From an optimization exercise on the open Yosys and OpenROAD flow, aimed at small area and a short achievable clock period; shortcuts taken in it are not production practice.
At most, simulation tests tie the RTL to the original design; equivalence was not proved.
No functional check of the RTL was part of run 1.

## flow/config.mk

```make
export PLATFORM = sky130hd
export DESIGN_NAME = int8_mac_tree
export DESIGN_NICKNAME = int8_mac_tree
export VERILOG_FILES = /design/flow/design.v
export SDC_FILE = /design/flow/constraint.sdc
export NUM_CORES = 4
export LEC_CHECK = 0
export CAP_MARGIN = 20
export CORE_MARGIN = 2
export CORE_UTILIZATION = 65
export SLEW_MARGIN = 20
export SYNTH_HIERARCHICAL = 1
export SYNTH_MINIMUM_KEEP_SIZE = 0
```

## flow/constraint.sdc

```tcl
create_clock -name core_clock -period 12.0 [get_ports {clk}]
set_input_delay 2.4000 -clock core_clock [delete_from_list [all_inputs] [get_ports {clk}]]
set_output_delay 2.4000 -clock core_clock [all_outputs]
set_load 0.01 [all_outputs]
```

## flow/design.v

```verilog
module multiplier_8bit (
    input signed [7:0] A,
    input signed [7:0] B,
    output signed [15:0] P
);
    wire pp1;
    assign pp1 = A[0] & B[0];
    wire pp2;
    assign pp2 = A[0] & B[1];
    wire pp3;
    assign pp3 = A[0] & B[2];
    wire pp4;
    assign pp4 = A[0] & B[3];
    wire pp5;
    assign pp5 = A[0] & B[4];
    wire pp6;
    assign pp6 = A[0] & B[5];
    wire pp7;
    assign pp7 = A[0] & B[6];
    wire pp8;
    assign pp8 = ~(A[0] & B[7]);
    wire pp9;
    assign pp9 = A[1] & B[0];
    wire pp10;
    assign pp10 = A[1] & B[1];
    wire pp11;
    assign pp11 = A[1] & B[2];
    wire pp12;
    assign pp12 = A[1] & B[3];
    wire pp13;
    assign pp13 = A[1] & B[4];
    wire pp14;
    assign pp14 = A[1] & B[5];
    wire pp15;
    assign pp15 = A[1] & B[6];
    wire pp16;
    assign pp16 = ~(A[1] & B[7]);
    wire pp17;
    assign pp17 = A[2] & B[0];
    wire pp18;
    assign pp18 = A[2] & B[1];
    wire pp19;
    assign pp19 = A[2] & B[2];
    wire pp20;
    assign pp20 = A[2] & B[3];
    wire pp21;
    assign pp21 = A[2] & B[4];
    wire pp22;
    assign pp22 = A[2] & B[5];
    wire pp23;
    assign pp23 = A[2] & B[6];
    wire pp24;
    assign pp24 = ~(A[2] & B[7]);
    wire pp25;
    assign pp25 = A[3] & B[0];
    wire pp26;
    assign pp26 = A[3] & B[1];
    wire pp27;
    assign pp27 = A[3] & B[2];
    wire pp28;
    assign pp28 = A[3] & B[3];
    wire pp29;
    assign pp29 = A[3] & B[4];
    wire pp30;
    assign pp30 = A[3] & B[5];
    wire pp31;
    assign pp31 = A[3] & B[6];
    wire pp32;
    assign pp32 = ~(A[3] & B[7]);
    wire pp33;
    assign pp33 = A[4] & B[0];
    wire pp34;
    assign pp34 = A[4] & B[1];
    wire pp35;
    assign pp35 = A[4] & B[2];
    wire pp36;
    assign pp36 = A[4] & B[3];
    wire pp37;
    assign pp37 = A[4] & B[4];
    wire pp38;
    assign pp38 = A[4] & B[5];
    wire pp39;
    assign pp39 = A[4] & B[6];
    wire pp40;
    assign pp40 = ~(A[4] & B[7]);
    wire pp41;
    assign pp41 = A[5] & B[0];
    wire pp42;
    assign pp42 = A[5] & B[1];
    wire pp43;
    assign pp43 = A[5] & B[2];
    wire pp44;
    assign pp44 = A[5] & B[3];
    wire pp45;
    assign pp45 = A[5] & B[4];
    wire pp46;
    assign pp46 = A[5] & B[5];
    wire pp47;
    assign pp47 = A[5] & B[6];
    wire pp48;
    assign pp48 = ~(A[5] & B[7]);
    wire pp49;
    assign pp49 = A[6] & B[0];
    wire pp50;
    assign pp50 = A[6] & B[1];
    wire pp51;
    assign pp51 = A[6] & B[2];
    wire pp52;
    assign pp52 = A[6] & B[3];
    wire pp53;
    assign pp53 = A[6] & B[4];
    wire pp54;
    assign pp54 = A[6] & B[5];
    wire pp55;
    assign pp55 = A[6] & B[6];
    wire pp56;
    assign pp56 = ~(A[6] & B[7]);
    wire pp57;
    assign pp57 = ~(A[7] & B[0]);
    wire pp58;
    assign pp58 = ~(A[7] & B[1]);
    wire pp59;
    assign pp59 = ~(A[7] & B[2]);
    wire pp60;
    assign pp60 = ~(A[7] & B[3]);
    wire pp61;
    assign pp61 = ~(A[7] & B[4]);
    wire pp62;
    assign pp62 = ~(A[7] & B[5]);
    wire pp63;
    assign pp63 = ~(A[7] & B[6]);
    wire pp64;
    assign pp64 = A[7] & B[7];
    wire s65;
    wire c66;
    ha_cell u67 (.a(pp7), .b(pp14), .s(s65), .co(c66));
    wire s68;
    wire c69;
    fa_cell u70 (.a(pp8), .b(pp15), .c(pp22), .s(s68), .co(c69));
    wire s71;
    wire c72;
    ha_cell u73 (.a(pp29), .b(pp36), .s(s71), .co(c72));
    wire s74;
    wire c75;
    fa_cell u76 (.a(1'b1), .b(pp16), .c(pp23), .s(s74), .co(c75));
    wire s77;
    wire c78;
    fa_cell u79 (.a(pp30), .b(pp37), .c(pp44), .s(s77), .co(c78));
    wire s80;
    wire c81;
    fa_cell u82 (.a(pp24), .b(pp31), .c(pp38), .s(s80), .co(c81));
    wire s83;
    wire c84;
    ha_cell u85 (.a(pp5), .b(pp12), .s(s83), .co(c84));
    wire s86;
    wire c87;
    fa_cell u88 (.a(pp6), .b(pp13), .c(pp20), .s(s86), .co(c87));
    wire s89;
    wire c90;
    ha_cell u91 (.a(pp27), .b(pp34), .s(s89), .co(c90));
    wire s92;
    wire c93;
    fa_cell u94 (.a(pp21), .b(pp28), .c(pp35), .s(s92), .co(c93));
    wire s95;
    wire c96;
    fa_cell u97 (.a(pp42), .b(pp49), .c(s65), .s(s95), .co(c96));
    wire s98;
    wire c99;
    fa_cell u100 (.a(pp43), .b(pp50), .c(pp57), .s(s98), .co(c99));
    wire s101;
    wire c102;
    fa_cell u103 (.a(c66), .b(s71), .c(s68), .s(s101), .co(c102));
    wire s104;
    wire c105;
    fa_cell u106 (.a(pp51), .b(pp58), .c(c72), .s(s104), .co(c105));
    wire s107;
    wire c108;
    fa_cell u109 (.a(c69), .b(s74), .c(s77), .s(s107), .co(c108));
    wire s110;
    wire c111;
    fa_cell u112 (.a(pp45), .b(pp52), .c(pp59), .s(s110), .co(c111));
    wire s113;
    wire c114;
    fa_cell u115 (.a(c75), .b(c78), .c(s80), .s(s113), .co(c114));
    wire s116;
    wire c117;
    fa_cell u118 (.a(pp32), .b(pp39), .c(pp46), .s(s116), .co(c117));
    wire s119;
    wire c120;
    fa_cell u121 (.a(pp53), .b(pp60), .c(c81), .s(s119), .co(c120));
    wire s122;
    wire c123;
    fa_cell u124 (.a(pp40), .b(pp47), .c(pp54), .s(s122), .co(c123));
    wire s125;
    wire c126;
    ha_cell u127 (.a(pp4), .b(pp11), .s(s125), .co(c126));
    wire s128;
    wire c129;
    fa_cell u130 (.a(pp19), .b(pp26), .c(pp33), .s(s128), .co(c129));
    wire s131;
    wire c132;
    fa_cell u133 (.a(pp41), .b(c84), .c(s89), .s(s131), .co(c132));
    wire s134;
    wire c135;
    fa_cell u136 (.a(c90), .b(c87), .c(s92), .s(s134), .co(c135));
    wire s137;
    wire c138;
    fa_cell u139 (.a(c93), .b(s98), .c(c96), .s(s137), .co(c138));
    wire s140;
    wire c141;
    fa_cell u142 (.a(c99), .b(s104), .c(c102), .s(s140), .co(c141));
    wire s143;
    wire c144;
    fa_cell u145 (.a(s110), .b(c105), .c(c108), .s(s143), .co(c144));
    wire s146;
    wire c147;
    fa_cell u148 (.a(c111), .b(s116), .c(s119), .s(s146), .co(c147));
    wire s149;
    wire c150;
    fa_cell u151 (.a(pp61), .b(c117), .c(s122), .s(s149), .co(c150));
    wire s152;
    wire c153;
    fa_cell u154 (.a(pp48), .b(pp55), .c(pp62), .s(s152), .co(c153));
    wire s155;
    wire c156;
    ha_cell u157 (.a(pp3), .b(pp10), .s(s155), .co(c156));
    wire s158;
    wire c159;
    fa_cell u160 (.a(pp18), .b(pp25), .c(s125), .s(s158), .co(c159));
    wire s161;
    wire c162;
    fa_cell u163 (.a(c126), .b(s83), .c(s128), .s(s161), .co(c162));
    wire s164;
    wire c165;
    fa_cell u166 (.a(c129), .b(s86), .c(s131), .s(s164), .co(c165));
    wire s167;
    wire c168;
    fa_cell u169 (.a(c132), .b(s95), .c(s134), .s(s167), .co(c168));
    wire s170;
    wire c171;
    fa_cell u172 (.a(c135), .b(s101), .c(s137), .s(s170), .co(c171));
    wire s173;
    wire c174;
    fa_cell u175 (.a(s107), .b(c138), .c(s140), .s(s173), .co(c174));
    wire s176;
    wire c177;
    fa_cell u178 (.a(s113), .b(c141), .c(s143), .s(s176), .co(c177));
    wire s179;
    wire c180;
    fa_cell u181 (.a(c114), .b(c144), .c(s146), .s(s179), .co(c180));
    wire s182;
    wire c183;
    fa_cell u184 (.a(c120), .b(s149), .c(c147), .s(s182), .co(c183));
    wire s185;
    wire c186;
    fa_cell u187 (.a(c123), .b(s152), .c(c150), .s(s185), .co(c186));
    wire s188;
    wire c189;
    fa_cell u190 (.a(pp56), .b(pp63), .c(c153), .s(s188), .co(c189));
    wire s191;
    wire c192;
    ha_cell u193 (.a(pp2), .b(pp9), .s(s191), .co(c192));
    wire s194;
    wire c195;
    fa_cell u196 (.a(pp17), .b(c192), .c(s155), .s(s194), .co(c195));
    wire s197;
    wire c198;
    fa_cell u199 (.a(c156), .b(c195), .c(s158), .s(s197), .co(c198));
    wire s200;
    wire c201;
    fa_cell u202 (.a(c159), .b(s161), .c(c198), .s(s200), .co(c201));
    wire s203;
    wire c204;
    fa_cell u205 (.a(c162), .b(s164), .c(c201), .s(s203), .co(c204));
    wire s206;
    wire c207;
    ha_cell u208 (.a(c165), .b(s167), .s(s206), .co(c207));
    wire s209;
    wire c210;
    ha_cell u211 (.a(c168), .b(s170), .s(s209), .co(c210));
    wire s212;
    wire c213;
    ha_cell u214 (.a(c171), .b(s173), .s(s212), .co(c213));
    wire s215;
    wire c216;
    ha_cell u217 (.a(c174), .b(s176), .s(s215), .co(c216));
    wire s218;
    wire c219;
    ha_cell u220 (.a(c177), .b(s179), .s(s218), .co(c219));
    wire s221;
    wire c222;
    ha_cell u223 (.a(c180), .b(s182), .s(s221), .co(c222));
    wire s224;
    wire c225;
    ha_cell u226 (.a(c183), .b(s185), .s(s224), .co(c225));
    wire s227;
    wire c228;
    ha_cell u229 (.a(c186), .b(s188), .s(s227), .co(c228));
    wire s230;
    wire c231;
    ha_cell u232 (.a(pp64), .b(c189), .s(s230), .co(c231));
    wire g233;
    wire p234;
    assign g233 = 1'b1 & 1'b0;
    assign p234 = 1'b1 ^ 1'b0;
    wire g235;
    assign g235 = c207 | (s206 & c204);
    wire G236;
    ao_cell u237 (.g(c210), .p(s209), .c(g235), .y(G236));
    wire P238;
    assign P238 = s209 & s206;
    wire G239;
    ao_cell u240 (.g(c216), .p(s215), .c(c213), .y(G239));
    wire P241;
    assign P241 = s215 & s212;
    wire G242;
    ao_cell u243 (.g(c222), .p(s221), .c(c219), .y(G242));
    wire P244;
    assign P244 = s221 & s218;
    wire G245;
    ao_cell u246 (.g(c228), .p(s227), .c(c225), .y(G245));
    wire P247;
    assign P247 = s227 & s224;
    wire G248;
    ao_cell u249 (.g(g233), .p(p234), .c(c231), .y(G248));
    wire P250;
    assign P250 = p234 & s230;
    wire G251;
    ao_cell u252 (.g(c213), .p(s212), .c(G236), .y(G251));
    wire P253;
    assign P253 = s212 & P238;
    wire G254;
    ao_cell u255 (.g(G239), .p(P241), .c(G236), .y(G254));
    wire P256;
    assign P256 = P241 & P238;
    wire G257;
    ao_cell u258 (.g(c225), .p(s224), .c(G242), .y(G257));
    wire P259;
    assign P259 = s224 & P244;
    wire G260;
    ao_cell u261 (.g(G245), .p(P247), .c(G242), .y(G260));
    wire P262;
    assign P262 = P247 & P244;
    wire G263;
    ao_cell u264 (.g(c219), .p(s218), .c(G254), .y(G263));
    wire P265;
    assign P265 = s218 & P256;
    wire G266;
    ao_cell u267 (.g(G242), .p(P244), .c(G254), .y(G266));
    wire P268;
    assign P268 = P244 & P256;
    wire G269;
    ao_cell u270 (.g(G257), .p(P259), .c(G254), .y(G269));
    wire P271;
    assign P271 = P259 & P256;
    wire G272;
    ao_cell u273 (.g(G260), .p(P262), .c(G254), .y(G272));
    wire P274;
    assign P274 = P262 & P256;
    wire G275;
    ao_cell u276 (.g(c231), .p(s230), .c(G272), .y(G275));
    wire P277;
    assign P277 = s230 & P274;
    wire G278;
    ao_cell u279 (.g(G248), .p(P250), .c(G272), .y(G278));
    wire P280;
    assign P280 = P250 & P274;
    wire sum281;
    assign sum281 = s206 ^ c204;
    wire sum282;
    assign sum282 = s209 ^ g235;
    wire sum283;
    assign sum283 = s212 ^ G236;
    wire sum284;
    assign sum284 = s215 ^ G251;
    wire sum285;
    assign sum285 = s218 ^ G254;
    wire sum286;
    assign sum286 = s221 ^ G263;
    wire sum287;
    assign sum287 = s224 ^ G266;
    wire sum288;
    assign sum288 = s227 ^ G269;
    wire sum289;
    assign sum289 = s230 ^ G272;
    wire sum290;
    assign sum290 = p234 ^ G275;
    assign P = {sum290, sum289, sum288, sum287, sum286, sum285, sum284, sum283, sum282, sum281, s203, s200, s197, s194, s191, pp1};
endmodule
module adder_16bit (
    input signed [15:0] A,
    input signed [15:0] B,
    input signed [15:0] C,
    input signed [15:0] D,
    output signed [17:0] S
);
    wire s1;
    wire c2;
    ha_cell u3 (.a(A[0]), .b(B[0]), .s(s1), .co(c2));
    wire s4;
    wire c5;
    fa_cell u6 (.a(A[1]), .b(B[1]), .c(C[1]), .s(s4), .co(c5));
    wire s7;
    wire c8;
    fa_cell u9 (.a(A[2]), .b(B[2]), .c(C[2]), .s(s7), .co(c8));
    wire s10;
    wire c11;
    fa_cell u12 (.a(A[3]), .b(B[3]), .c(C[3]), .s(s10), .co(c11));
    wire s13;
    wire c14;
    fa_cell u15 (.a(A[4]), .b(B[4]), .c(C[4]), .s(s13), .co(c14));
    wire s16;
    wire c17;
    fa_cell u18 (.a(A[5]), .b(B[5]), .c(C[5]), .s(s16), .co(c17));
    wire s19;
    wire c20;
    fa_cell u21 (.a(A[6]), .b(B[6]), .c(C[6]), .s(s19), .co(c20));
    wire s22;
    wire c23;
    fa_cell u24 (.a(A[7]), .b(B[7]), .c(C[7]), .s(s22), .co(c23));
    wire s25;
    wire c26;
    fa_cell u27 (.a(A[8]), .b(B[8]), .c(C[8]), .s(s25), .co(c26));
    wire s28;
    wire c29;
    fa_cell u30 (.a(A[9]), .b(B[9]), .c(C[9]), .s(s28), .co(c29));
    wire s31;
    wire c32;
    fa_cell u33 (.a(A[10]), .b(B[10]), .c(C[10]), .s(s31), .co(c32));
    wire s34;
    wire c35;
    fa_cell u36 (.a(A[11]), .b(B[11]), .c(C[11]), .s(s34), .co(c35));
    wire s37;
    wire c38;
    fa_cell u39 (.a(A[12]), .b(B[12]), .c(C[12]), .s(s37), .co(c38));
    wire s40;
    wire c41;
    fa_cell u42 (.a(A[13]), .b(B[13]), .c(C[13]), .s(s40), .co(c41));
    wire s43;
    wire c44;
    fa_cell u45 (.a(A[14]), .b(B[14]), .c(C[14]), .s(s43), .co(c44));
    wire s46;
    wire c47;
    fa_cell u48 (.a(~A[15]), .b(~B[15]), .c(~C[15]), .s(s46), .co(c47));
    wire s49;
    wire c50;
    ha_cell u51 (.a(C[0]), .b(D[0]), .s(s49), .co(c50));
    wire s52;
    wire c53;
    fa_cell u54 (.a(D[1]), .b(c2), .c(s4), .s(s52), .co(c53));
    wire s55;
    wire c56;
    fa_cell u57 (.a(D[2]), .b(c5), .c(s7), .s(s55), .co(c56));
    wire s58;
    wire c59;
    fa_cell u60 (.a(D[3]), .b(c8), .c(s10), .s(s58), .co(c59));
    wire s61;
    wire c62;
    fa_cell u63 (.a(D[4]), .b(c11), .c(s13), .s(s61), .co(c62));
    wire s64;
    wire c65;
    fa_cell u66 (.a(D[5]), .b(c14), .c(s16), .s(s64), .co(c65));
    wire s67;
    wire c68;
    fa_cell u69 (.a(D[6]), .b(c17), .c(s19), .s(s67), .co(c68));
    wire s70;
    wire c71;
    fa_cell u72 (.a(D[7]), .b(c20), .c(s22), .s(s70), .co(c71));
    wire s73;
    wire c74;
    fa_cell u75 (.a(D[8]), .b(c23), .c(s25), .s(s73), .co(c74));
    wire s76;
    wire c77;
    fa_cell u78 (.a(D[9]), .b(c26), .c(s28), .s(s76), .co(c77));
    wire s79;
    wire c80;
    fa_cell u81 (.a(D[10]), .b(c29), .c(s31), .s(s79), .co(c80));
    wire s82;
    wire c83;
    fa_cell u84 (.a(D[11]), .b(c32), .c(s34), .s(s82), .co(c83));
    wire s85;
    wire c86;
    fa_cell u87 (.a(D[12]), .b(c35), .c(s37), .s(s85), .co(c86));
    wire s88;
    wire c89;
    fa_cell u90 (.a(D[13]), .b(c38), .c(s40), .s(s88), .co(c89));
    wire s91;
    wire c92;
    fa_cell u93 (.a(D[14]), .b(c41), .c(s43), .s(s91), .co(c92));
    wire s94;
    wire c95;
    fa_cell u96 (.a(~D[15]), .b(c44), .c(s46), .s(s94), .co(c95));
    wire s97;
    wire c98;
    ha_cell u99 (.a(s1), .b(s49), .s(s97), .co(c98));
    wire s100;
    wire c101;
    ha_cell u102 (.a(c50), .b(s52), .s(s100), .co(c101));
    wire s103;
    wire c104;
    ha_cell u105 (.a(c53), .b(s55), .s(s103), .co(c104));
    wire s106;
    wire c107;
    ha_cell u108 (.a(c56), .b(s58), .s(s106), .co(c107));
    wire s109;
    wire c110;
    ha_cell u111 (.a(c59), .b(s61), .s(s109), .co(c110));
    wire s112;
    wire c113;
    ha_cell u114 (.a(c62), .b(s64), .s(s112), .co(c113));
    wire s115;
    wire c116;
    ha_cell u117 (.a(c65), .b(s67), .s(s115), .co(c116));
    wire s118;
    wire c119;
    ha_cell u120 (.a(c68), .b(s70), .s(s118), .co(c119));
    wire s121;
    wire c122;
    ha_cell u123 (.a(c71), .b(s73), .s(s121), .co(c122));
    wire s124;
    wire c125;
    ha_cell u126 (.a(c74), .b(s76), .s(s124), .co(c125));
    wire s127;
    wire c128;
    ha_cell u129 (.a(c77), .b(s79), .s(s127), .co(c128));
    wire s130;
    wire c131;
    ha_cell u132 (.a(c80), .b(s82), .s(s130), .co(c131));
    wire s133;
    wire c134;
    ha_cell u135 (.a(c83), .b(s85), .s(s133), .co(c134));
    wire s136;
    wire c137;
    ha_cell u138 (.a(c86), .b(s88), .s(s136), .co(c137));
    wire s139;
    wire c140;
    ha_cell u141 (.a(c89), .b(s91), .s(s139), .co(c140));
    wire s142;
    wire c143;
    ha_cell u144 (.a(c92), .b(s94), .s(s142), .co(c143));
    wire s145;
    wire c146;
    ha_cell u147 (.a(c47), .b(c95), .s(s145), .co(c146));
    wire g148;
    wire p149;
    assign g148 = 1'b1 & 1'b0;
    assign p149 = 1'b1 ^ 1'b0;
    wire G150;
    ao_cell u151 (.g(c101), .p(s100), .c(c98), .y(G150));
    wire P152;
    assign P152 = s100 & s97;
    wire G153;
    ao_cell u154 (.g(c107), .p(s106), .c(c104), .y(G153));
    wire P155;
    assign P155 = s106 & s103;
    wire G156;
    ao_cell u157 (.g(c113), .p(s112), .c(c110), .y(G156));
    wire P158;
    assign P158 = s112 & s109;
    wire G159;
    ao_cell u160 (.g(c119), .p(s118), .c(c116), .y(G159));
    wire P161;
    assign P161 = s118 & s115;
    wire G162;
    ao_cell u163 (.g(c125), .p(s124), .c(c122), .y(G162));
    wire P164;
    assign P164 = s124 & s121;
    wire G165;
    ao_cell u166 (.g(c131), .p(s130), .c(c128), .y(G165));
    wire P167;
    assign P167 = s130 & s127;
    wire G168;
    ao_cell u169 (.g(c137), .p(s136), .c(c134), .y(G168));
    wire P170;
    assign P170 = s136 & s133;
    wire G171;
    ao_cell u172 (.g(c143), .p(s142), .c(c140), .y(G171));
    wire P173;
    assign P173 = s142 & s139;
    wire G174;
    ao_cell u175 (.g(g148), .p(p149), .c(c146), .y(G174));
    wire P176;
    assign P176 = p149 & s145;
    wire G177;
    ao_cell u178 (.g(c104), .p(s103), .c(G150), .y(G177));
    wire P179;
    assign P179 = s103 & P152;
    wire G180;
    ao_cell u181 (.g(G153), .p(P155), .c(G150), .y(G180));
    wire P182;
    assign P182 = P155 & P152;
    wire G183;
    ao_cell u184 (.g(c116), .p(s115), .c(G156), .y(G183));
    wire P185;
    assign P185 = s115 & P158;
    wire G186;
    ao_cell u187 (.g(G159), .p(P161), .c(G156), .y(G186));
    wire P188;
    assign P188 = P161 & P158;
    wire G189;
    ao_cell u190 (.g(c128), .p(s127), .c(G162), .y(G189));
    wire P191;
    assign P191 = s127 & P164;
    wire G192;
    ao_cell u193 (.g(G165), .p(P167), .c(G162), .y(G192));
    wire P194;
    assign P194 = P167 & P164;
    wire G195;
    ao_cell u196 (.g(c140), .p(s139), .c(G168), .y(G195));
    wire P197;
    assign P197 = s139 & P170;
    wire G198;
    ao_cell u199 (.g(G171), .p(P173), .c(G168), .y(G198));
    wire P200;
    assign P200 = P173 & P170;
    wire G201;
    ao_cell u202 (.g(c110), .p(s109), .c(G180), .y(G201));
    wire P203;
    assign P203 = s109 & P182;
    wire G204;
    ao_cell u205 (.g(G156), .p(P158), .c(G180), .y(G204));
    wire P206;
    assign P206 = P158 & P182;
    wire G207;
    ao_cell u208 (.g(G183), .p(P185), .c(G180), .y(G207));
    wire P209;
    assign P209 = P185 & P182;
    wire G210;
    ao_cell u211 (.g(G186), .p(P188), .c(G180), .y(G210));
    wire P212;
    assign P212 = P188 & P182;
    wire G213;
    ao_cell u214 (.g(c134), .p(s133), .c(G192), .y(G213));
    wire P215;
    assign P215 = s133 & P194;
    wire G216;
    ao_cell u217 (.g(G168), .p(P170), .c(G192), .y(G216));
    wire P218;
    assign P218 = P170 & P194;
    wire G219;
    ao_cell u220 (.g(G195), .p(P197), .c(G192), .y(G219));
    wire P221;
    assign P221 = P197 & P194;
    wire G222;
    ao_cell u223 (.g(G198), .p(P200), .c(G192), .y(G222));
    wire P224;
    assign P224 = P200 & P194;
    wire G225;
    ao_cell u226 (.g(c122), .p(s121), .c(G210), .y(G225));
    wire P227;
    assign P227 = s121 & P212;
    wire G228;
    ao_cell u229 (.g(G162), .p(P164), .c(G210), .y(G228));
    wire P230;
    assign P230 = P164 & P212;
    wire G231;
    ao_cell u232 (.g(G189), .p(P191), .c(G210), .y(G231));
    wire P233;
    assign P233 = P191 & P212;
    wire G234;
    ao_cell u235 (.g(G192), .p(P194), .c(G210), .y(G234));
    wire P236;
    assign P236 = P194 & P212;
    wire G237;
    ao_cell u238 (.g(G213), .p(P215), .c(G210), .y(G237));
    wire P239;
    assign P239 = P215 & P212;
    wire G240;
    ao_cell u241 (.g(G216), .p(P218), .c(G210), .y(G240));
    wire P242;
    assign P242 = P218 & P212;
    wire G243;
    ao_cell u244 (.g(G219), .p(P221), .c(G210), .y(G243));
    wire P245;
    assign P245 = P221 & P212;
    wire G246;
    ao_cell u247 (.g(G222), .p(P224), .c(G210), .y(G246));
    wire P248;
    assign P248 = P224 & P212;
    wire G249;
    ao_cell u250 (.g(c146), .p(s145), .c(G246), .y(G249));
    wire P251;
    assign P251 = s145 & P248;
    wire G252;
    ao_cell u253 (.g(G174), .p(P176), .c(G246), .y(G252));
    wire P254;
    assign P254 = P176 & P248;
    wire sum255;
    assign sum255 = s100 ^ c98;
    wire sum256;
    assign sum256 = s103 ^ G150;
    wire sum257;
    assign sum257 = s106 ^ G177;
    wire sum258;
    assign sum258 = s109 ^ G180;
    wire sum259;
    assign sum259 = s112 ^ G201;
    wire sum260;
    assign sum260 = s115 ^ G204;
    wire sum261;
    assign sum261 = s118 ^ G207;
    wire sum262;
    assign sum262 = s121 ^ G210;
    wire sum263;
    assign sum263 = s124 ^ G225;
    wire sum264;
    assign sum264 = s127 ^ G228;
    wire sum265;
    assign sum265 = s130 ^ G231;
    wire sum266;
    assign sum266 = s133 ^ G234;
    wire sum267;
    assign sum267 = s136 ^ G237;
    wire sum268;
    assign sum268 = s139 ^ G240;
    wire sum269;
    assign sum269 = s142 ^ G243;
    wire sum270;
    assign sum270 = s145 ^ G246;
    wire sum271;
    assign sum271 = p149 ^ G249;
    assign S = {sum271, sum270, sum269, sum268, sum267, sum266, sum265, sum264, sum263, sum262, sum261, sum260, sum259, sum258, sum257, sum256, sum255, s97};
endmodule
module fa_cell (
    input a,
    input b,
    input c,
    output s,
    output co
);
    assign s = a ^ b ^ c;
    assign co = (a & b) | (a & c) | (b & c);
endmodule
module ha_cell (
    input a,
    input b,
    output s,
    output co
);
    assign s = a ^ b;
    assign co = a & b;
endmodule
module ao_cell (
    input g,
    input p,
    input c,
    output y
);
    assign y = g | (p & c);
endmodule
module hac_cell (
    input a,
    input b,
    output s,
    output co
);
    assign s = ~(a ^ b);
    assign co = a | b;
endmodule
module adder_18bit (
    input signed [17:0] A,
    input signed [17:0] B,
    output signed [18:0] S
);
    wire s1;
    wire c2;
    ha_cell u3 (.a(A[0]), .b(B[0]), .s(s1), .co(c2));
    wire s4;
    wire c5;
    ha_cell u6 (.a(A[1]), .b(B[1]), .s(s4), .co(c5));
    wire s7;
    wire c8;
    ha_cell u9 (.a(A[2]), .b(B[2]), .s(s7), .co(c8));
    wire s10;
    wire c11;
    ha_cell u12 (.a(A[3]), .b(B[3]), .s(s10), .co(c11));
    wire s13;
    wire c14;
    ha_cell u15 (.a(A[4]), .b(B[4]), .s(s13), .co(c14));
    wire s16;
    wire c17;
    ha_cell u18 (.a(A[5]), .b(B[5]), .s(s16), .co(c17));
    wire s19;
    wire c20;
    ha_cell u21 (.a(A[6]), .b(B[6]), .s(s19), .co(c20));
    wire s22;
    wire c23;
    ha_cell u24 (.a(A[7]), .b(B[7]), .s(s22), .co(c23));
    wire s25;
    wire c26;
    ha_cell u27 (.a(A[8]), .b(B[8]), .s(s25), .co(c26));
    wire s28;
    wire c29;
    ha_cell u30 (.a(A[9]), .b(B[9]), .s(s28), .co(c29));
    wire s31;
    wire c32;
    ha_cell u33 (.a(A[10]), .b(B[10]), .s(s31), .co(c32));
    wire s34;
    wire c35;
    ha_cell u36 (.a(A[11]), .b(B[11]), .s(s34), .co(c35));
    wire s37;
    wire c38;
    ha_cell u39 (.a(A[12]), .b(B[12]), .s(s37), .co(c38));
    wire s40;
    wire c41;
    ha_cell u42 (.a(A[13]), .b(B[13]), .s(s40), .co(c41));
    wire s43;
    wire c44;
    ha_cell u45 (.a(A[14]), .b(B[14]), .s(s43), .co(c44));
    wire s46;
    wire c47;
    ha_cell u48 (.a(A[15]), .b(B[15]), .s(s46), .co(c47));
    wire s49;
    wire c50;
    ha_cell u51 (.a(A[16]), .b(B[16]), .s(s49), .co(c50));
    wire s52;
    wire c53;
    ha_cell u54 (.a(A[17]), .b(B[17]), .s(s52), .co(c53));
    wire s55;
    wire c56;
    ha_cell u57 (.a(A[17]), .b(B[17]), .s(s55), .co(c56));
    wire G58;
    ao_cell u59 (.g(c5), .p(s4), .c(c2), .y(G58));
    wire P60;
    assign P60 = s4 & s1;
    wire G61;
    ao_cell u62 (.g(c11), .p(s10), .c(c8), .y(G61));
    wire P63;
    assign P63 = s10 & s7;
    wire G64;
    ao_cell u65 (.g(c17), .p(s16), .c(c14), .y(G64));
    wire P66;
    assign P66 = s16 & s13;
    wire G67;
    ao_cell u68 (.g(c23), .p(s22), .c(c20), .y(G67));
    wire P69;
    assign P69 = s22 & s19;
    wire G70;
    ao_cell u71 (.g(c29), .p(s28), .c(c26), .y(G70));
    wire P72;
    assign P72 = s28 & s25;
    wire G73;
    ao_cell u74 (.g(c35), .p(s34), .c(c32), .y(G73));
    wire P75;
    assign P75 = s34 & s31;
    wire G76;
    ao_cell u77 (.g(c41), .p(s40), .c(c38), .y(G76));
    wire P78;
    assign P78 = s40 & s37;
    wire G79;
    ao_cell u80 (.g(c47), .p(s46), .c(c44), .y(G79));
    wire P81;
    assign P81 = s46 & s43;
    wire G82;
    ao_cell u83 (.g(c53), .p(s52), .c(c50), .y(G82));
    wire P84;
    assign P84 = s52 & s49;
    wire G85;
    ao_cell u86 (.g(G61), .p(P63), .c(G58), .y(G85));
    wire P87;
    assign P87 = P63 & P60;
    wire G88;
    ao_cell u89 (.g(G67), .p(P69), .c(G64), .y(G88));
    wire P90;
    assign P90 = P69 & P66;
    wire G91;
    ao_cell u92 (.g(G73), .p(P75), .c(G70), .y(G91));
    wire P93;
    assign P93 = P75 & P72;
    wire G94;
    ao_cell u95 (.g(G79), .p(P81), .c(G76), .y(G94));
    wire P96;
    assign P96 = P81 & P78;
    wire G97;
    ao_cell u98 (.g(G88), .p(P90), .c(G85), .y(G97));
    wire P99;
    assign P99 = P90 & P87;
    wire G100;
    ao_cell u101 (.g(G94), .p(P96), .c(G91), .y(G100));
    wire P102;
    assign P102 = P96 & P93;
    wire G103;
    ao_cell u104 (.g(G100), .p(P102), .c(G97), .y(G103));
    wire P105;
    assign P105 = P102 & P99;
    wire G106;
    ao_cell u107 (.g(G91), .p(P93), .c(G97), .y(G106));
    wire P108;
    assign P108 = P93 & P99;
    wire G109;
    ao_cell u110 (.g(G64), .p(P66), .c(G85), .y(G109));
    wire P111;
    assign P111 = P66 & P87;
    wire G112;
    ao_cell u113 (.g(G70), .p(P72), .c(G97), .y(G112));
    wire P114;
    assign P114 = P72 & P99;
    wire G115;
    ao_cell u116 (.g(G76), .p(P78), .c(G106), .y(G115));
    wire P117;
    assign P117 = P78 & P108;
    wire G118;
    ao_cell u119 (.g(G82), .p(P84), .c(G103), .y(G118));
    wire P120;
    assign P120 = P84 & P105;
    wire G121;
    ao_cell u122 (.g(c8), .p(s7), .c(G58), .y(G121));
    wire P123;
    assign P123 = s7 & P60;
    wire G124;
    ao_cell u125 (.g(c14), .p(s13), .c(G85), .y(G124));
    wire P126;
    assign P126 = s13 & P87;
    wire G127;
    ao_cell u128 (.g(c20), .p(s19), .c(G109), .y(G127));
    wire P129;
    assign P129 = s19 & P111;
    wire G130;
    ao_cell u131 (.g(c26), .p(s25), .c(G97), .y(G130));
    wire P132;
    assign P132 = s25 & P99;
    wire G133;
    ao_cell u134 (.g(c32), .p(s31), .c(G112), .y(G133));
    wire P135;
    assign P135 = s31 & P114;
    wire G136;
    ao_cell u137 (.g(c38), .p(s37), .c(G106), .y(G136));
    wire P138;
    assign P138 = s37 & P108;
    wire G139;
    ao_cell u140 (.g(c44), .p(s43), .c(G115), .y(G139));
    wire P141;
    assign P141 = s43 & P117;
    wire G142;
    ao_cell u143 (.g(c50), .p(s49), .c(G103), .y(G142));
    wire P144;
    assign P144 = s49 & P105;
    wire G145;
    ao_cell u146 (.g(c56), .p(s55), .c(G118), .y(G145));
    wire P147;
    assign P147 = s55 & P120;
    wire sum148;
    assign sum148 = s4 ^ c2;
    wire sum149;
    assign sum149 = s7 ^ G58;
    wire sum150;
    assign sum150 = s10 ^ G121;
    wire sum151;
    assign sum151 = s13 ^ G85;
    wire sum152;
    assign sum152 = s16 ^ G124;
    wire sum153;
    assign sum153 = s19 ^ G109;
    wire sum154;
    assign sum154 = s22 ^ G127;
    wire sum155;
    assign sum155 = s25 ^ G97;
    wire sum156;
    assign sum156 = s28 ^ G130;
    wire sum157;
    assign sum157 = s31 ^ G112;
    wire sum158;
    assign sum158 = s34 ^ G133;
    wire sum159;
    assign sum159 = s37 ^ G106;
    wire sum160;
    assign sum160 = s40 ^ G136;
    wire sum161;
    assign sum161 = s43 ^ G115;
    wire sum162;
    assign sum162 = s46 ^ G139;
    wire sum163;
    assign sum163 = s49 ^ G103;
    wire sum164;
    assign sum164 = s52 ^ G142;
    wire sum165;
    assign sum165 = s55 ^ G118;
    assign S = {sum165, sum164, sum163, sum162, sum161, sum160, sum159, sum158, sum157, sum156, sum155, sum154, sum153, sum152, sum151, sum150, sum149, sum148, s1};
endmodule
module int8_mac_tree (
    input clk,  
    input reset,  
    input signed [7:0] in0,
    input signed [7:0] in1,
    input signed [7:0] in2,
    input signed [7:0] in3,
    input signed [7:0] in4,
    input signed [7:0] in5,
    input signed [7:0] in6,
    input signed [7:0] in7,
    input signed [7:0] in8,
    input signed [7:0] in9,
    input signed [7:0] in10,
    input signed [7:0] in11,
    input signed [7:0] in12,
    input signed [7:0] in13,
    input signed [7:0] in14,
    input signed [7:0] in15,
    output signed [31:0] out,
    output reg signed [15:0] prod0, prod1, prod2, prod3, prod4, prod5, prod6, prod7,
    output signed [17:0] sum_level2_0, sum_level2_1
);
    wire signed [15:0] p0, p1, p2, p3, p4, p5, p6, p7;
    multiplier_8bit mul0 (.A(in0),  .B(in1),  .P(p0));
    multiplier_8bit mul1 (.A(in2),  .B(in3),  .P(p1));
    multiplier_8bit mul2 (.A(in4),  .B(in5),  .P(p2));
    multiplier_8bit mul3 (.A(in6),  .B(in7),  .P(p3));
    multiplier_8bit mul4 (.A(in8),  .B(in9),  .P(p4));
    multiplier_8bit mul5 (.A(in10), .B(in11), .P(p5));
    multiplier_8bit mul6 (.A(in12), .B(in13), .P(p6));
    multiplier_8bit mul7 (.A(in14), .B(in15), .P(p7));
    always @(posedge clk or posedge reset) begin
        if (reset) begin
            prod0 <= 16'h0; prod1 <= 16'h0; prod2 <= 16'h0; prod3 <= 16'h0;
            prod4 <= 16'h0; prod5 <= 16'h0; prod6 <= 16'h0; prod7 <= 16'h0;
        end else begin
            prod0 <= p0; prod1 <= p1; prod2 <= p2; prod3 <= p3;
            prod4 <= p4; prod5 <= p5; prod6 <= p6; prod7 <= p7;
        end
    end
    adder_16bit sum0 (.A(prod0), .B(prod1), .C(prod2), .D(prod3), .S(sum_level2_0));
    adder_16bit sum1 (.A(prod4), .B(prod5), .C(prod6), .D(prod7), .S(sum_level2_1));
    reg signed [18:0] out_r;
    wire signed [18:0] out_sum;
    adder_18bit add_final (.A(sum_level2_0), .B(sum_level2_1), .S(out_sum));
    always @(posedge clk or posedge reset) begin
        if (reset)
            out_r <= 19'h0;
        else
            out_r <= out_sum;
    end
    assign out = out_r;
endmodule
```

## flow/flow/run.sh

```bash
#!/bin/bash
# Standard layout, with the port buffers made from a plain buffer cell
# instead of the delay buffer buffer_ports picks on its own, and timing
# repair aiming at a setup slack of 6.0 ns.
set -euo pipefail
export BUFFER_PORTS_ARGS="-buffer_cell sky130_fd_sc_hd__buf_1"
bash standard.sh SETUP_SLACK_MARGIN=6.0 finish > standard.log 2>&1
```

## flow/standard.sh

```bash
#!/bin/bash
# synth_recipe.tcl (not shown) runs the flow's synth.tcl, then flattens the netlist and writes it again
# the make line also repeats each setting of config.mk as NAME=value (left out here)
make -C /OpenROAD-flow-scripts/flow DESIGN_CONFIG=/design/flow/config.mk WORK_HOME=/design/flow/orfs CLKGATE_MAP_FILE= SYNTH_SCRIPT=/design/flow/synth_recipe.tcl "${@:-finish}"
```

==> results.txt, run 1 <==
* Run status: timing/DRC/antenna clean
* First-pass GRT wire length at 78.6 mm
* Post-Synthesis Cell Area at 0.0213 mm²
* Via count at 13800
* Number of levels the H-tree was split into at 4
* Post-DR vias/cell at 5.55
* Number of optimization iterations in the first detailed-route pass at 5
* Worst relative slew slack at 36.5%
* Worst Setup Slack post-DPL at 5.88 ns
* I/O pin total at 326
* Input/output buffers at 325
* Starting DRC count in detailed routing at 722
* Fin. Hold Viols at 0
* Setup Crit Path Kind: register to primary output
* Number of buffers and inverters on the critical path at 1
* Period Utilization, post-route at 49.3%
* Register area share after synthesis at 17.3%
* Post-route cell area at 0.0227 mm²
* FP Rows at 66
* Wire length per cell at 19.9 µm
* # setup viols final at 0
* Total clock buffers created by CTS at 17
* Post-DRT Antenna Nets at 0
* Clock-pin slew reported for the worst setup and hold paths after clock tree synthesis at 0.07 ns
* Final Util at 69.9%
* Setup repair after global routing missed its margin: true
* Flip-flop and latch count after synthesis at 147
* Arrival @ worst endpoint at between 3 and 4 ns
* Pin count of the biggest net entering global routing at 79
* Area overhead of the layout relative to synthesis at 6.36%
* Transition time at the pin with the least slew margin at 0.953 ns
* CTS tree: done
* Number of pins exceeding their max-slew limit in the final report at 0
* CP max FO at 5
* Aggregate routed wire length at slightly below 50 mm
* Multi-input gate area in the final layout at between 0.015 and 0.02 mm²
* Crit path required time at 9.60 ns
* Overall die area at 0.0343 mm²
* Cell type of the slowest stage on the worst timing path: sky130_fd_sc_hd__fa_1
* Setup TNS Final at 0 ns
* Cell-by-cell listing of the critical path: fa_1, fa_1, ha_4, a21o_1, a21o_4, a21o_4, a21o_1, xor2_2, buf_2
* Global-route usage over all layers at 30.5%
* Fin crit period at 5.92 ns
* Inst Count DP at 2437
* Buffer levels on the longest clock path at 2
* Final global-route overflow total at 0
* Worst setup slack after layout at 6.08 ns
* Layout net count at 2734
* Class of the tightest hold or removal check: register to register
* Placer Congestion at roughly 0.94
* Core Area at 0.0325 mm²
* Max-capacitance violation count at 0
* Fmax achieved at 169 MHz
* Clock latency reported for the late side of the worst-skew pair at ~0.45 ns
* Worst hold slack after final layout at about 0.79 ns
* Max stage delay on crit path at 0.55 ns
* Diode insertion count for antenna repair at 0
* Area after DPL at 0.0216 mm²
* Die width at 185 µm
* Hold Buf Count CTS at 0
* Initial core utilization at 65.7%
* Chip Height at 185 µm
* Net count of the mapped netlist at 2567
* Synthesis warning total at 7
* Cell at the root of the clock tree: sky130_fd_sc_hd__clkbuf_16
* Final cell count without fillers at 2486
* Total number of clock tree sinks at 147
* Initial antenna violation count at 1
* Number of unique standard cell types used by synthesis at 17
* Delay-heaviest family, CP: adder cells
* Post-synthesis instance total at 1864
* Number of global-route vias before repair at 14600
* Share of layout cells above drive strength 1 at under 10%
* Element type at the critical path end: primary output
* Kind of start point of the critical path: register
* Synth Area per Inst at 11.4 µm²
* DRC viols at 0
* Detail Placement HPWL at 42.6 mm
* Storage cell area at 0.00369 mm²
* Final Skew at 0.0141 ns
* Filler Cell Count at 2505
synthesized netlist by cell type, drive strengths merged:
master | instances | share of area, %
nand4 | 2 | 0.059
and2 | 458 | 13
ha | 193 | 11
fa | 380 | 36
and3 | 18 | 0.53
or2 | 8 | 0.33
xor2 | 114 | 4.7
and4 | 4 | 0.16
inv | 21 | 0.37
nor2b | 2 | 0.059
nand2 | 112 | 2.0
dfrtp | 147 | 17
and2b | 2 | 0.070
a21o | 199 | 7.0
conb | 8 | 0.14
buf | 196 | 6.9
modules after synthesis (local to each module, per instance):
module / flip-flops and latches / copies in the design / area (µm²)
adder_16bit: 0 / 2 / 408
ao_cell: 0 / 199 / 7.51
int8_mac_tree: 147 / 1 / 3780
multiplier_8bit: 0 / 8 / 616
adder_18bit: 0 / 1 / 382
ha_cell: 0 / 185 / 12.5
fa_cell: 0 / 380 / 20.0
worst paths after layout:
kind	from	end	slack (ns)	cells past startpoint
worst max register to register	prod4[2]	out_r[18]	7.57	15
worst min-delay path	prod7[0]	out_r[0]	0.79	3
max in group asynchronous	reset	prod1[3]	8.56	5
min in group asynchronous	reset	prod2[15]	2.24	3
worst min register to register	prod7[0]	out_r[0]	0.79	3
worst max-delay path	prod0[1]	sum_level2_0[16]	6.08	9
worst reg2reg max path: cells and delay by family (launching register included):
family	cells	cell delay (ns)
and+or+nand+nor	1	0.16
adders and majority gates	4	1.65
DFF	1	0.45
xor gates and xnor gates	2	0.45
AOI/OAI and AO/OA	8	1.59
kinds of logic after synthesis:
family                     count (synthesis)  synth area share [%]
xor gates and xnor gates                 114                  4.68
other                                      8                 0.141
buffers and inverters                    217                  7.27
adders and majority gates                573                  47.0
DFF                                      147                  17.3
AOI/OAI and AO/OA                        199                  7.01
and+or+nand+nor                          606                  16.6
cell usage in the layout, fill, tap and decap left out, types with 2 or more instances in the layout:
cell / count
sky130_fd_sc_hd__nand2_1: 112
sky130_fd_sc_hd__clkbuf_16: 17
sky130_fd_sc_hd__dfrtp_2: 9
sky130_fd_sc_hd__inv_6: 5
sky130_fd_sc_hd__fa_1: 380
sky130_fd_sc_hd__and4_1: 4
sky130_fd_sc_hd__inv_8: 3
sky130_fd_sc_hd__nor2b_1: 2
sky130_fd_sc_hd__and2_1: 457
sky130_fd_sc_hd__xor2_1: 108
sky130_fd_sc_hd__buf_2: 14
sky130_fd_sc_hd__dfrtp_1: 138
sky130_fd_sc_hd__clkinv_4: 2
sky130_fd_sc_hd__nand4_1: 2
sky130_fd_sc_hd__ha_2: 2
sky130_fd_sc_hd__xor2_2: 6
sky130_fd_sc_hd__and3_1: 18
sky130_fd_sc_hd__or2_4: 8
sky130_fd_sc_hd__and2b_1: 2
sky130_fd_sc_hd__conb_1: 8
sky130_fd_sc_hd__ha_4: 10
sky130_fd_sc_hd__a21o_1: 195
sky130_fd_sc_hd__ha_1: 181
sky130_fd_sc_hd__buf_1: 309
sky130_fd_sc_hd__a21o_4: 4
sky130_fd_sc_hd__inv_1: 19
sky130_fd_sc_hd__buf_4: 19
sky130_fd_sc_hd__bufinv_16: 4
registers in the layout (all words and copies together), names as in the netlist:
signal	flops
prod5	16
out_r	19
prod7	16
prod0	16
prod3	16
prod6	16
prod4	16
prod2	16
prod1	16
timing repair:
item / in CTS / in global routing
hold endpoints to repair: 0 / 0
endpoints found under the setup margin: 18 / 18
cloned: 0 / 1
setup buffers: 1 / 14
pin swaps: 2 / 4
gates resized for setup: 25 / 28
final cells by class:
cell class	instances	share of cell area (%)
Clock buffer	18	1.89
Clock inverter	14	0.949
Sequential cell	147	16.3
Tap cell	442	2.44
Inverter	21	0.364
Timing Repair Buffer	343	6.18
Multi-Input combinational cell	1501	71.9
routing by layer:
metal	share of wire [%]	wire length, µm	up-vias	global-route usage [%]
met5	0	0	-	0
met3	7.2	3590	66	6.63
met4	2.8	1390	0	8.38
met2	46	22800	466	47.2
li1	-	-	6172	-
met1	44	21700	7098	44.1
==> run 2, diff against run 1 <==
--- a/flow/design.v
+++ b/flow/design.v
@@ -326,66 +326,62 @@
     wire P250;
     assign P250 = p234 & s230;
     wire G251;
-    ao_cell u252 (.g(c213), .p(s212), .c(G236), .y(G251));
+    ao_cell u252 (.g(G239), .p(P241), .c(G236), .y(G251));
     wire P253;
-    assign P253 = s212 & P238;
+    assign P253 = P241 & P238;
     wire G254;
-    ao_cell u255 (.g(G239), .p(P241), .c(G236), .y(G254));
+    ao_cell u255 (.g(G245), .p(P247), .c(G242), .y(G254));
     wire P256;
-    assign P256 = P241 & P238;
+    assign P256 = P247 & P244;
     wire G257;
-    ao_cell u258 (.g(c225), .p(s224), .c(G242), .y(G257));
+    ao_cell u258 (.g(G254), .p(P256), .c(G251), .y(G257));
     wire P259;
-    assign P259 = s224 & P244;
+    assign P259 = P256 & P253;
     wire G260;
-    ao_cell u261 (.g(G245), .p(P247), .c(G242), .y(G260));
+    ao_cell u261 (.g(G242), .p(P244), .c(G251), .y(G260));
     wire P262;
-    assign P262 = P247 & P244;
+    assign P262 = P244 & P253;
     wire G263;
-    ao_cell u264 (.g(c219), .p(s218), .c(G254), .y(G263));
+    ao_cell u264 (.g(G248), .p(P250), .c(G257), .y(G263));
     wire P265;
-    assign P265 = s218 & P256;
+    assign P265 = P250 & P259;
     wire G266;
-    ao_cell u267 (.g(G242), .p(P244), .c(G254), .y(G266));
+    ao_cell u267 (.g(c213), .p(s212), .c(G236), .y(G266));
     wire P268;
-    assign P268 = P244 & P256;
+    assign P268 = s212 & P238;
     wire G269;
-    ao_cell u270 (.g(G257), .p(P259), .c(G254), .y(G269));
+    ao_cell u270 (.g(c219), .p(s218), .c(G251), .y(G269));
     wire P271;
-    assign P271 = P259 & P256;
+    assign P271 = s218 & P253;
     wire G272;
-    ao_cell u273 (.g(G260), .p(P262), .c(G254), .y(G272));
+    ao_cell u273 (.g(c225), .p(s224), .c(G260), .y(G272));
     wire P274;
-    assign P274 = P262 & P256;
+    assign P274 = s224 & P262;
     wire G275;
-    ao_cell u276 (.g(c231), .p(s230), .c(G272), .y(G275));
+    ao_cell u276 (.g(c231), .p(s230), .c(G257), .y(G275));
     wire P277;
-    assign P277 = s230 & P274;
-    wire G278;
-    ao_cell u279 (.g(G248), .p(P250), .c(G272), .y(G278));
-    wire P280;
-    assign P280 = P250 & P274;
+    assign P277 = s230 & P259;
+    wire sum278;
+    assign sum278 = s206 ^ c204;
+    wire sum279;
+    assign sum279 = s209 ^ g235;
+    wire sum280;
+    assign sum280 = s212 ^ G236;
     wire sum281;
-    assign sum281 = s206 ^ c204;
+    assign sum281 = s215 ^ G266;
     wire sum282;
-    assign sum282 = s209 ^ g235;
+    assign sum282 = s218 ^ G251;
     wire sum283;
-    assign sum283 = s212 ^ G236;
+    assign sum283 = s221 ^ G269;
     wire sum284;
-    assign sum284 = s215 ^ G251;
+    assign sum284 = s224 ^ G260;
     wire sum285;
-    assign sum285 = s218 ^ G254;
+    assign sum285 = s227 ^ G272;
     wire sum286;
-    assign sum286 = s221 ^ G263;
+    assign sum286 = s230 ^ G257;
     wire sum287;
-    assign sum287 = s224 ^ G266;
-    wire sum288;
-    assign sum288 = s227 ^ G269;
-    wire sum289;
-    assign sum289 = s230 ^ G272;
-    wire sum290;
-    assign sum290 = p234 ^ G275;
-    assign P = {sum290, sum289, sum288, sum287, sum286, sum285, sum284, sum283, sum282, sum281, s203, s200, s197, s194, s191, pp1};
+    assign sum287 = p234 ^ G275;
+    assign P = {sum287, sum286, sum285, sum284, sum283, sum282, sum281, sum280, sum279, sum278, s203, s200, s197, s194, s191, pp1};
 endmodule
 module adder_16bit (
     input signed [15:0] A,
==> flow/flow/run.sh (replaced) <==
#!/bin/bash
# Standard layout, with the port buffers made from a plain buffer cell
# instead of the delay buffer buffer_ports picks on its own, and timing
# repair aiming at a setup slack of 6.1 ns.
set -euo pipefail
export BUFFER_PORTS_ARGS="-buffer_cell sky130_fd_sc_hd__buf_1"
bash standard.sh SETUP_SLACK_MARGIN=6.1 finish > standard.log 2>&1
==> run 2 against run 1 <==
Net effect:
- still clean
- global-route usage is essentially flat
- via count decreased by 0.90%
- sequential cell count unchanged
- critical endpoint is now sum_level2_1[15]
==> results.txt, run 2 <==
* Destination of the worst hold path: out_r[0]
* CTS tree: done
* Area after DPL at 0.0215 mm² (-0.42%)
* Fraction of synthesis flops using an asynchronous set or reset pin at 100% (unchanged)
* Aggregate routed wire length at 49.6 mm (+0.11%)
* Post-DR vias/cell at 5.54 (-0.18%)
* Transition time at the pin with the least slew margin at 0.969 ns (+0.0157 ns)
* Fin. Hold Viols at 0 (unchanged)
* Element type at the critical path end: primary output
* Area leader, netlist: sky130_fd_sc_hd__fa_1
* Cell-by-cell listing of the critical path: fa_1, fa_1, ha_4, a21o_1, a21o_1, a21o_4, a21o_1, xor2_2, buf_2
* Detail Placement HPWL at 42.2 mm (-0.95%)
* Input/output buffers at 325 (unchanged)
* Wire length per cell at 20.1 µm (+0.84%)
* Total number of clock tree sinks at 147 (unchanged)
* Synth Area per Inst at 11.5 µm² (+0.34%)
* Net count of the mapped netlist at 2551 (-0.62%)
* Synth area leaders: sky130_fd_sc_hd__fa_1 36%, sky130_fd_sc_hd__dfrtp_1 17%, sky130_fd_sc_hd__and2_1 13%, sky130_fd_sc_hd__ha_1 11%, sky130_fd_sc_hd__buf_4 6.9%
* Period Utilization, post-route at 49.0% (-0.35 points)
* FP Rows at 66 (unchanged)
* Number of optimization iterations in the first detailed-route pass at 5 (unchanged)
* Arrival @ worst endpoint at 3.48 ns (-0.04 ns)
* Diode insertion count for antenna repair at 0 (unchanged)
* Post-Synthesis Cell Area at 0.0212 mm² (-0.52%)
* Post-route cell area at 0.0227 mm² (about the same)
* Fmax achieved at 170 MHz (+0.72%)
* Clock latency reported for the late side of the worst-skew pair at 0.43 ns (-0.02 ns)
* Final Skew at 0.0126 ns (-0.00152 ns)
* Layer with the highest usage: met2
* Post-DRT Antenna Nets at 0 (unchanged)
* Max stage delay on crit path at 0.61 ns (+0.06 ns)
* Die width at 185 µm (-0.25%)
* Dominant cell by count in the synthesized netlist: sky130_fd_sc_hd__and2_1
* First-pass GRT wire length at 77.8 mm (-1.1%)
* Pin count of the biggest net entering global routing at 76 (-3.8%)
* Final Util at 70.0% (+0.11 points)
* Crit path required time at 9.60 ns (about the same)
* Starting DRC count in detailed routing at 562 (-22%)
* Register-to-Register Setup Slack at 7.45 ns (-0.12 ns)
* Number of global-route vias before repair at 14300 (-1.9%)
* Global-route usage over all layers at 30.5% (about the same)
* Number of levels the H-tree was split into at 4 (unchanged)
* Register area share after synthesis at 17.3% (+0.090 points)
* Total clock buffers created by CTS at 17 (unchanged)
* Number of pins exceeding their max-slew limit in the final report at 0 (unchanged)
* Max FFs per register at 19 (unchanged)
* Hold path cells at 3 (unchanged)
* Flip-flop and latch count after synthesis at 147 (unchanged)
* Cell at the root of the clock tree: sky130_fd_sc_hd__clkbuf_16
* Core Area at 0.0324 mm² (-0.25%)
* I/O pin total at 326 (unchanged)
* Share of the synthesized area in the top cell type at 35.9% (+0.19 points)
* Most common flop cell mapped by yosys: sky130_fd_sc_hd__dfrtp_1
* Global-route track usage on met3 at 7.69% (+1.1 points)
* Area overhead of the layout relative to synthesis at 6.80%
* Placer Congestion at 0.938 (-0.29%)
* Worst relative slew slack at 35.4% (-1.0 points)
* Synthesized-area fraction occupied by ao, oa, aoi and oai cells at 6.76% (-0.25 points)
* Chip Height at 185 µm (-0.25%)
* Dominant combinational cell family by area after synthesis: adder cells
* Post-synthesis simple-gate area fraction at 16.5% (-0.15 points)
* # setup viols final at 0 (unchanged)
* Leading cell type in the layout, fill and taps excluded: sky130_fd_sc_hd__and2_1
* Adder and majority cell fraction of the synthesized area at 47.3% (+0.24 points)
* Met1 track demand over resource at 43.2% (-0.86 points)
* Cell type of the slowest stage on the worst timing path: sky130_fd_sc_hd__fa_1
* Setup repair after global routing missed its margin: true
* CP max FO at 5 (unchanged)
* Buffer levels on the longest clock path at 2 (unchanged)
* Met2 routing resource usage after global routing at 47.5% (+0.37 points)
* DRC viols at 0 (unchanged)
* Number of unique standard cell types used by synthesis at 17 (unchanged)
* Overall die area at 0.0341 mm² (-0.51%)
* Worst reg2reg path endpoint: out_r[18]
* Setup Crit Path Kind: register to primary output
* Register name with the most flops: out_r
* Via count at 13700 (-0.90%)
* Worst r2r src: prod4[1]
* Fin crit period at 5.88 ns (-0.0425 ns)
* Count of flip-flops with a built-in enable after synthesis at 0 (unchanged)
* Initial core utilization at 65.5% (-0.17 points)
* Cells on worst reg2reg path at 15 (unchanged)
* Final global-route overflow total at 0 (unchanged)
* Synthesis warning total at 7 (unchanged)
* Post-synthesis instance total at 1848 (-0.86%)
* Startpoint of the lowest-slack hold path: prod3[0]
* Initial antenna violation count at 2 (+1)
* Worst hold slack after final layout at 0.782 ns (-0.00560 ns)
* Max-capacitance violation count at 0 (unchanged)
* Mux share of post-synthesis cell area at 0% (unchanged)
* Highest-count cells in the layout ignoring fill and taps: 457 x sky130_fd_sc_hd__and2_1, 372 x sky130_fd_sc_hd__fa_1, 305 x sky130_fd_sc_hd__buf_1, 187 x sky130_fd_sc_hd__a21o_1, 176 x sky130_fd_sc_hd__ha_1
* Share of layout cells above drive strength 1 at 6.61% (+1.3 points)
* Clock-pin slew reported for the worst setup and hold paths after clock tree synthesis at 0.06 ns (about the same)
* Kind of start point of the critical path: register
* Run status: timing/DRC/antenna clean
* Ranking of synthesized cells by instance count: 457 x sky130_fd_sc_hd__and2_1, 380 x sky130_fd_sc_hd__fa_1, 196 x sky130_fd_sc_hd__buf_4, 193 x sky130_fd_sc_hd__ha_1, 191 x sky130_fd_sc_hd__a21o_1
* Xor and xnor fraction of the mapped netlist area at 4.71% (+0.024 points)
* Cell occurring most often along the worst timing path: sky130_fd_sc_hd__a21o_1
* Layout net count at 2718 (-0.59%)
* Class of the tightest hold or removal check: register to register
* Setup TNS Final at 0 ns (unchanged)
* Hold Buf Count CTS at 0 (unchanged)
[run 2: worst max path at each step]
stage | startpoint | end | slack [ns] | cells past startpoint
2_1_floorplan | in0[0] | prod0[13] | 6.10 | 14
3_3_place_gp | in9[2] | prod4[13] | 5.89 | 14
3_5_place_dp | in9[3] | prod4[13] | 5.79 | 14
4_1_cts | prod4[4] | sum_level2_1[17] | 6.10 | 10
5_1_grt | prod4[1] | sum_level2_1[17] | 6.03 | 10
6_report | prod4[1] | sum_level2_1[15] | 6.12 | 9
[run 2: routing by layer]
layer  share of wire, %  vias to the layer above
met5              0.026                        -
met4                2.5                        2
met3                7.5                       66
met2                 47                      440
met1                 43                     7074
li1                   -                     6096
[run 2: kinds of logic after synthesis]
logic type	after synthesis
DFF	147
xor gates and xnor gates	114
buffers and inverters	217
AOI/OAI and AO/OA	191
and+or+nand+nor	598
adders and majority gates	573
other	8
[run 2: final cells by class]
cell class                      instances  area (µm²)
Multi-Input combinational cell       1486       16300
Fill cell                            2484        9720
Sequential cell                       147        3700
Timing Repair Buffer                  342        1380
Tap cell                              442         553
Clock buffer                           19         433
Clock inverter                         11         178
Inverter                               21        82.6
[run 2: repair_timing]
action,CTS,global route
pin swaps,5,8
setup buffers,6,9
gates resized for setup,29,47
setup endpoints to repair,19,24
cloned,1,1
[run 2: per-module statistics from Yosys (local to each module, per instance)]
| module | cells inside | copies in the design | flops+latches |
|---|---|---|---|
| int8_mac_tree | 161 | 1 | 147 |
| multiplier_8bit | 96 | 8 | 0 |
| adder_16bit | 57 | 2 | 0 |
| adder_18bit | 49 | 1 | 0 |
| fa_cell | 1 | 380 | 0 |
| ha_cell | 1 | 185 | 0 |
| ao_cell | 1 | 191 | 0 |
[run 2: through the flow]
step                setup WS (ns)  std cells
global placement             5.89       2421
detailed placement           5.79       2421
finish                       6.12       2468
CTS                          6.10       2458
floorplan                    6.10       1848
global route                 6.03       2468
[run 2: critical path, delay by kind of cell (launching register included)]
family,cells,cell delay (ns)
fa+ha+maj,3,1.35
compound gates,4,0.86
flops,1,0.45
buf+inv,1,0.21
xor+xnor,1,0.20
==> run 3, diff against run 2 <==
==> flow/flow/run.sh (replaced) <==
#!/bin/bash
# Standard layout, with the port buffers made from a plain buffer cell
# instead of the delay buffer buffer_ports picks on its own, and timing
# repair aiming at a setup slack of 5.9 ns.
set -euo pipefail
export BUFFER_PORTS_ARGS="-buffer_cell sky130_fd_sc_hd__buf_1"
bash standard.sh SETUP_SLACK_MARGIN=5.9 finish > standard.log 2>&1
==> run 3 against run 2 <==
Net effect:
- final area decreased by 2.0%
- sequential share of layout area increased by 0.25 points
- setup slack worse by 0.10 ns
- first-iteration DRC count grew 22%
- critical path type unchanged
- critical endpoint is now sum_level2_1[9]
==> results.txt, run 3 <==
* Core Area at 0.0324 mm² (unchanged)
* Area leader, netlist: sky130_fd_sc_hd__fa_1
* Count of flip-flops with a built-in enable after synthesis at 0 (unchanged)
* Synth Area per Inst at 11.5 µm² (unchanged)
* Worst path depth at 9 (unchanged)
* Register name with the most flops: out_r
* CTS tree: done
* Most common flop cell mapped by yosys: sky130_fd_sc_hd__dfrtp_1
* Initial antenna violation count at 2 (unchanged)
* Post-Synthesis Cell Area at 0.0212 mm² (unchanged)
* Setup Crit Path Kind: register to primary output
* Post-DR vias/cell at 5.51 (-0.62%)
* Overall die area at 0.0341 mm² (unchanged)
* Cell-by-cell listing of the critical path: fa_1, fa_1, ha_1, a21o_1, a21o_4, a21o_4, a21o_1, xor2_1, buf_1
* Fin crit period at 5.98 ns (+0.103 ns)
* Transition time at the pin with the least slew margin at 0.923 ns (-0.0460 ns)
* Clock latency reported for the late side of the worst-skew pair at 0.43 ns (about the same)
* Share of the synthesized area in the top cell type at 35.9% (unchanged)
* Setup repair after global routing missed its margin: false
* Input/output buffers at 325 (unchanged)
* Die width at 185 µm (unchanged)
* Total clock buffers created by CTS at 17 (unchanged)
* Worst setup slack after layout at 6.02 ns (-0.103 ns)
* Synthesis warning total at 7 (unchanged)
* Layout net count at 2701 (-0.63%)
* Cells on worst reg2reg path at 15 (unchanged)
* Wire length per cell at 20.2 µm (+0.39%)
* Post-synthesis instance total at 1848 (unchanged)
* Final Skew at 0.0115 ns (-0.00110 ns)
* Delay-heaviest family, CP: adder cells
* Buffer levels on the longest clock path at 2 (unchanged)
* Net count of the mapped netlist at 2551 (unchanged)
* Arrival @ worst endpoint at 3.58 ns (+0.10 ns)
* Share of layout cells above drive strength 1 at 2.93% (-3.7 points)
* Max FFs per register at 19 (unchanged)
* Worst Setup Slack post-DPL at 5.80 ns (+0.00930 ns)
* CP max FO at 9 (+4)
* Pin count of the biggest net entering global routing at 70 (-7.9%)
* First-pass GRT wire length at 78.7 mm (+1.1%)
* Max stage delay on crit path at 0.57 ns (-0.04 ns)
* Global-route track usage on met3 at 6.68% (-1.0 points)
* Post-DRT Antenna Nets at 0 (unchanged)
* Crit path required time at 9.60 ns (about the same)
* Highest-count cells in the layout ignoring fill and taps: 457 x sky130_fd_sc_hd__and2_1, 380 x sky130_fd_sc_hd__fa_1, 316 x sky130_fd_sc_hd__buf_1, 193 x sky130_fd_sc_hd__ha_1, 188 x sky130_fd_sc_hd__a21o_1
* Chip Height at 185 µm (unchanged)
* Element type at the critical path end: primary output
* Leading cell type in the layout, fill and taps excluded: sky130_fd_sc_hd__and2_1
* # setup viols final at 0 (unchanged)
* Class of the tightest hold or removal check: register to register
* Placer Congestion at 0.927 (-1.2%)
* Initial core utilization at 65.5% (unchanged)
* Fmax achieved at 167 MHz (-1.7%)
* Number of optimization iterations in the first detailed-route pass at 5 (unchanged)
* Filler Cell Count at 2635 (+6.1%)
* I/O pin total at 326 (unchanged)
* Synth area leaders: sky130_fd_sc_hd__fa_1 36%, sky130_fd_sc_hd__dfrtp_1 17%, sky130_fd_sc_hd__and2_1 13%, sky130_fd_sc_hd__ha_1 11%, sky130_fd_sc_hd__buf_4 6.9%
* Cell type of the slowest stage on the worst timing path: sky130_fd_sc_hd__fa_1
* Number of levels the H-tree was split into at 4 (unchanged)
* Max-capacitance violation count at 0 (unchanged)
* Period Utilization, post-route at 49.8% (+0.86 points)
* Ranking of synthesized cells by instance count: 457 x sky130_fd_sc_hd__and2_1, 380 x sky130_fd_sc_hd__fa_1, 196 x sky130_fd_sc_hd__buf_4, 193 x sky130_fd_sc_hd__ha_1, 191 x sky130_fd_sc_hd__a21o_1
* Via count at 13500 (-1.2%)
* Global-route usage over all layers at 30.9% (+0.37 points)
* Number of global-route vias before repair at 14600 (+2.2%)
* Number of unique standard cell types used by synthesis at 17 (unchanged)
* Register area share after synthesis at 17.3% (unchanged)
* Final global-route overflow total at 0 (unchanged)
* Flip-flop and latch count after synthesis at 147 (unchanged)
* Met2 routing resource usage after global routing at 48.7% (+1.2 points)
* Run status: timing/DRC/antenna clean
run 3: cell counts after synthesis:
Identical to the previous run, type by type.
run 3: Yosys stat by module, one instance, submodules excluded:
module           cells inside  copies in the design  cell area [µm²]  flip-flops and latches
adder_18bit                49                     1              382                       0
multiplier_8bit            96                     8              609                       0
int8_mac_tree             161                     1             3780                     147
adder_16bit                57                     2              408                       0
fa_cell                     1                   380             20.0                       0
ha_cell                     1                   185             12.5                       0
ao_cell                     1                   191             7.51                       0
run 3: path summary, 6_finish.rpt:
check                                  end      from  slack, ns
setup / recovery           sum_level2_1[9]  prod4[1]       6.02
max in group asynchronous         prod4[1]     reset       8.81
hold / removal                    out_r[0]  prod3[0]       0.80
setup reg to reg                 out_r[18]  prod0[1]       7.51
min in group asynchronous        prod2[14]     reset       1.95
hold reg to reg                   out_r[0]  prod3[0]       0.80
run 3: timing repair:
| action | 4_1_cts | 5_1_grt |
|---|---|---|
| setup endpoints to repair | 5 | 18 |
| pin swaps | 0 | 1 |
| resized for setup | 5 | 13 |
run 3: cell type report:
| cell class | count | area (µm²) | area share (%) |
|---|---|---|---|
| Clock buffer | 21 | 480 | 2.16 |
| Clock inverter | 11 | 139 | 0.626 |
| Inverter | 21 | 82.6 | 0.372 |
| Multi-Input combinational cell | 1484 | 16000 | 72.1 |
| Sequential cell | 147 | 3680 | 16.6 |
| Tap cell | 442 | 553 | 2.49 |
| Timing Repair Buffer | 327 | 1250 | 5.62 |
run 3: kinds of logic after synthesis:
group | Yosys count | share of synthesized area, %
DFF | 147 | 17.3
adders and majority gates | 573 | 47.3
and+or+nand+nor | 598 | 16.5
xor gates and xnor gates | 114 | 4.71
other | 8 | 0.142
AOI/OAI and AO/OA | 191 | 6.76
buffers and inverters | 217 | 7.31
run 3: worst min-delay path: stages (launching register included):
cell	delay (ns)
sky130_fd_sc_hd__dfrtp_1	0.36
sky130_fd_sc_hd__ha_1	0.13
sky130_fd_sc_hd__ha_1	0.14
sky130_fd_sc_hd__ha_1	0.13
run 3: layer usage:
| metal | share of wire [%] | wire length (µm) |
|---|---|---|
| met2 | 47 | 23100 |
| met4 | 2.8 | 1400 |
| met3 | 6.9 | 3390 |
| met1 | 44 | 21600 |
| met5 | 0.024 | 12 |
run 3: metrics by stage:
step                area (µm²)  hold slack [ns]  std cells  utilization, %
floorplan                21200            0.953       1848               -
global placement         21500            0.767       2421            66.5
detailed placement       21500            0.785       2421            66.5
CTS                      22200            0.803       2453            68.5
global route             22200            0.854       2453            68.6
finish                   22200            0.800       2453            68.6

what the ideal ports hide:
Ports are ideal in the flow. The routed layouts listed here were re-timed in OpenROAD. Step 1 sets driving cells, clkbuf_16 on the clock port and buf_2 on the other inputs (assumed; they add their load-dependent delay and slew). Step 2 also shifts input and output timing later by t, the mid clock arrival at the registers, as if the neighbouring blocks saw the same clock. Slacks: ideal ports / drivers / drivers and shift; pairs: ideal ports / drivers.
run	t, ns	slack for setup (ns)	hold slack, ns	worst slew at a driven data input, ns	pins driven straight from the clock port
run 1	0.491	6.080 / 6.030 / 5.830	0.787 / 0.787 / 0.787	0.04	1
run 2	0.478	6.122 / 6.069 / 5.779	0.782 / 0.782 / 0.782	0.04	1
run 3	0.472	6.019 / 5.971 / 5.753	0.800 / 0.800 / 0.800	0.04	1
After both steps setup and hold are still met in every run listed. The setup slack of run 2, which loses most, moves by -0.053 ns with the drivers and by -0.343 ns with both steps.
